What follows belongs to an exercise in optimizing a design on an open flow for small area and a short achievable clock period; a production flow would make more cautious choices. At most, simulation tests tie the RTL to the original design; equivalence was not proved. No activity file was given, so power comes from the tool's default toggle rates.

the baseline:
// proc
module proc ( 
   halt, imem_addr, dmem_addr, dmem_wdata, dmem_rd, dmem_wr,
   clk, rst, imem_data, dmem_rdata
   );
Settings: LEC_CHECK=0, CAP_MARGIN=20, CORE_MARGIN=2, CORE_UTILIZATION=40, SLEW_MARGIN=20; clock period 11.0 ns.
run.sh (not shown) runs the stock make flow with config.mk's settings and CLKGATE_MAP_FILE= SYNTH_SCRIPT=/design/flow/synth_recipe.tcl, a recipe that flattens the netlist after the stock synthesis.
What the candidate does differently from the baseline at the input level:
# the baseline
export LEC_CHECK = 0
export CAP_MARGIN = 20
export CORE_MARGIN = 2
export CORE_UTILIZATION = 40
export SLEW_MARGIN = 20
create_clock -name core_clock -period 11.0 [get_ports {clk}]
# the candidate
export LEC_CHECK = 0
export CAP_MARGIN = 20
export CORE_MARGIN = 2
export CORE_UTILIZATION = 60
export SETUP_SLACK_MARGIN = 5
export SLEW_MARGIN = 20
create_clock -name core_clock -period 11.0 [get_ports {clk}]
## What came out
- The maximum clock frequency of the candidate is higher than that of the baseline.
- Compared to the baseline, the candidate has share of the cycle needed by the critical path after routing 2.4 points lower.
- The candidate against the baseline: worst slack on hold paths held steady, design area shrank by about 2%, cell total after placement dropped 220, number of DRC violations after detailed-routing iteration 0 shows an increase of 773, register share of the cell area went up 0.79 points.
No run of this note included a check of the RTL's function; only the layout flow was run.

========
proc, a different RTL version from the one above (not shown whole).
Size: about 1,900 cells after synthesis, ~380 flip-flops, roughly 85 I/O pins.
==> flow/config.mk <==
export PLATFORM = sky130hd
export DESIGN_NAME = proc
export DESIGN_NICKNAME = proc
export VERILOG_FILES = /design/flow/design.v
export SDC_FILE = /design/flow/constraint.sdc
export NUM_CORES = 4
export LEC_CHECK = 0
export CAP_MARGIN = 60
export CORE_MARGIN = 2
export CORE_UTILIZATION = 60
export CTS_BUF_LIST = sky130_fd_sc_hd__clkbuf_16
export CTS_CLUSTER_DIAMETER = 100
export CTS_CLUSTER_SIZE = 30
export SLEW_MARGIN = 60
==> flow/constraint.sdc <==
create_clock -name core_clock -period 11.0 [get_ports {clk}]
set_input_delay 2.2000 -clock core_clock [delete_from_list [all_inputs] [get_ports {clk}]]
set_output_delay 2.2000 -clock core_clock [all_outputs]
set_load 0.01 [all_outputs]
standard.sh (not shown) runs the stock make flow with config.mk's settings and CLKGATE_MAP_FILE= SYNTH_SCRIPT=/design/flow/synth_recipe.tcl, a recipe that flattens the netlist after the stock synthesis.
==> flow/flow/run.sh <==
#!/bin/bash
# The standard layout (the standard.sh: standard synthesis, floorplan,
# placement, CTS, routing) with two changes to how the layout is made:
#  - timing repair aims for a larger setup slack at the design's clock period
#    (the SDC and its clock are unchanged);
#  - every input and output port still gets a buffer, but a plain buf_2
#    instead of the delay cell buffer_ports picks by default.
set -euo pipefail
export SETUP_SLACK_MARGIN=7.5
export BUFFER_PORTS_ARGS="-buffer_cell sky130_fd_sc_hd__buf_2"
bash standard.sh > standard_flow.log 2>&1
==> next run, changes <==
- CTS_BUF_LIST: sky130_fd_sc_hd__clkbuf_16 -> sky130_fd_sc_hd__clkbuf_8
- CTS_CLUSTER_DIAMETER: 100 -> not set
- CTS_CLUSTER_SIZE: 30 -> not set
After rerunning: Synthesized area is unchanged. Non-clock buffer count drops by 2. Cell area is higher by 3.8%. Routed wire length came out higher by 1.4%. Clock-buffer cell count went up by 53. Register-to-register slack hardly moves. Via count grows by 2.2%. Flip-flop and latch count is unchanged. Core utilization rises by 2.5 points. Final cell count grows by 3.5%. Total power climbs by 13%.
==> next run, changes <==
--- a/flow/flow/run.sh
+++ b/flow/flow/run.sh
@@ -8,3 +8,3 @@
 set -euo pipefail
-export SETUP_SLACK_MARGIN=7.5
+export SETUP_SLACK_MARGIN=7.65
 export BUFFER_PORTS_ARGS="-buffer_cell sky130_fd_sc_hd__buf_2"
After rerunning: The changed run passed the timing, DRC and antenna checks; total power increases by 2.7%; final cell count rose by 2.1%; critical path depth came out higher by 11; die area is unchanged; first-iteration DRC count goes up by about 3%; wire length grows by about 1.1%.

========
## rev 12
proc, a different RTL version from the one above (not shown whole).
For scale: about 1,900 cells after synthesis, ~380 flip-flops, roughly 85 I/O pins.
export LEC_CHECK = 0
export CAP_MARGIN = 20
export CORE_MARGIN = 2
export CORE_UTILIZATION = 60
export SETUP_SLACK_MARGIN = 5
export SLEW_MARGIN = 20
create_clock -name core_clock -period 11.0 [get_ports {clk}]
run.sh (not shown) runs the stock make flow with config.mk's settings and CLKGATE_MAP_FILE= SYNTH_SCRIPT=/design/flow/synth_recipe.tcl, a recipe that flattens the netlist after the stock synthesis.
Stock flow here: none of the scripts above is used.
The final layout from rev 12, which completed every stage, passed the timing, DRC and antenna checks at the end of the flow.
Inputs modified between rev 12 and rev 13:
-- flow/config.mk --
<<< rev 12, line 8
export CAP_MARGIN = 20
>>> rev 13, line 8
export CAP_MARGIN = 60
<<< rev 12, line 12
export SLEW_MARGIN = 20
>>> rev 13, line 12
export SLEW_MARGIN = 60
--- outcome ---
Worst supply voltage drop on vdd, rev 13 vs rev 12: up by a few percent
Total placed instance area is higher on rev 13
Looking at rev 12 and rev 13, the synthesized cell count is a wash.
The lower clock network power share came out of rev 12.
Rev 12 has higher share of power burned in combinational logic than rev 13.

========
v6:
Another version of the RTL of proc (not shown whole).
Size: roughly 1900 cells after synthesis, ~380 flip-flops, ~0.019 mm² of cells after synthesis.
==> flow/design.v (excerpt) <==
module proc ( 
   halt, imem_addr, dmem_addr, dmem_wdata, dmem_rd, dmem_wr,
   clk, rst, imem_data, dmem_rdata
   );
==> flow/config.mk <==
export PLATFORM = sky130hd
export DESIGN_NAME = proc
export DESIGN_NICKNAME = proc
export VERILOG_FILES = /design/flow/design.v
export SDC_FILE = /design/flow/constraint.sdc
export NUM_CORES = 4
export LEC_CHECK = 0
export CAP_MARGIN = 60
export CORE_MARGIN = 2
export CORE_UTILIZATION = 60
export CTS_BUF_LIST = sky130_fd_sc_hd__clkbuf_8
export SETUP_SLACK_MARGIN = 5
export SLEW_MARGIN = 60
==> flow/constraint.sdc <==
create_clock -name core_clock -period 11.0 [get_ports {clk}]
set_input_delay 2.2000 -clock core_clock [delete_from_list [all_inputs] [get_ports {clk}]]
set_output_delay 2.2000 -clock core_clock [all_outputs]
set_load 0.01 [all_outputs]
### v6 -> v7
- clearing CTS_BUF_LIST, which used to be sky130_fd_sc_hd__clkbuf_8
- Against v6 as the reference, v7 delivers a higher share of the core filled with cells in the final layout.
- The run showing the greater global-route usage is v7.
- Delta (v7 minus v6): wire length of the first global-routing pass now sits higher, worst setup slack now sits lower, area of all placed cells without fillers now sits higher, TritonCTS buffer count now sits lower.
- As far as worst hold margin is concerned, v7 and v6 perform about the same.
- v7 ended with more met3 track demand over resource than v6.
- In v7, total iterations of the first detailed-routing run is lower than in v6.
No functional check of the RTL was part of any run of this note.

[separate check: timing with driven ports]
How much do the figures lean on ideal ports? The routed layouts below were timed once more, with nothing changed but the port constraints. Step 1 (the two cells are an assumption about what drives the block):
set clk [get_ports {clk}]
set_driving_cell -lib_cell sky130_fd_sc_hd__clkbuf_16 $clk
set_driving_cell -lib_cell sky130_fd_sc_hd__buf_2 [delete_from_list [all_inputs] $clk]
Step 2, shift: input delay + t, output delay - t, t = (earliest + latest rising clock arrival at the registers) / 2. This alone moves slack from input paths to output paths. a / b / c = ideal / step 1 / step 2; a / b = the first two.
run | shift t [ns] | setup slack, ns | latest minus earliest clock arrival (ns) | worst register clock-pin slew, ns | pins driven straight from the clock port
the baseline | 0.629 | 5.782 / 5.782 / 5.782 | 0.023 / 0.023 | 0.07 / 0.07 | 1
the candidate | 0.594 | 6.048 / 6.048 / 6.048 | 0.034 / 0.034 | 0.06 / 0.06 | 1
the first run of note 2 | 0.584 | 7.515 / 7.461 / 7.164 | 0.031 / 0.030 | 0.12 / 0.12 | 1
the second run of note 2 | 0.638 | 7.519 / 7.468 / 7.180 | 0.028 / 0.028 | 0.06 / 0.06 | 1
the third run of note 2 | 0.687 | 7.494 / 7.480 / 7.090 | 0.037 / 0.038 | 0.07 / 0.07 | 1
rev 12 | 0.591 | 6.550 / 6.516 / 6.203 | 0.050 / 0.051 | 0.07 / 0.07 | 1
rev 13 | 0.585 | 6.776 / 6.776 / 6.530 | 0.015 / 0.015 | 0.07 / 0.07 | 1
v6 | 0.703 | 6.455 / 6.484 / 5.782 | 0.035 / 0.035 | 0.07 / 0.07 | 1
v7 | 0.616 | 6.332 / 6.363 / 5.747 | 0.025 / 0.026 | 0.06 / 0.06 | 1
After both steps setup and hold are still met in every run listed. The setup slack of v6, which loses most, moves by +0.029 ns with the drivers and by -0.673 ns with both steps.
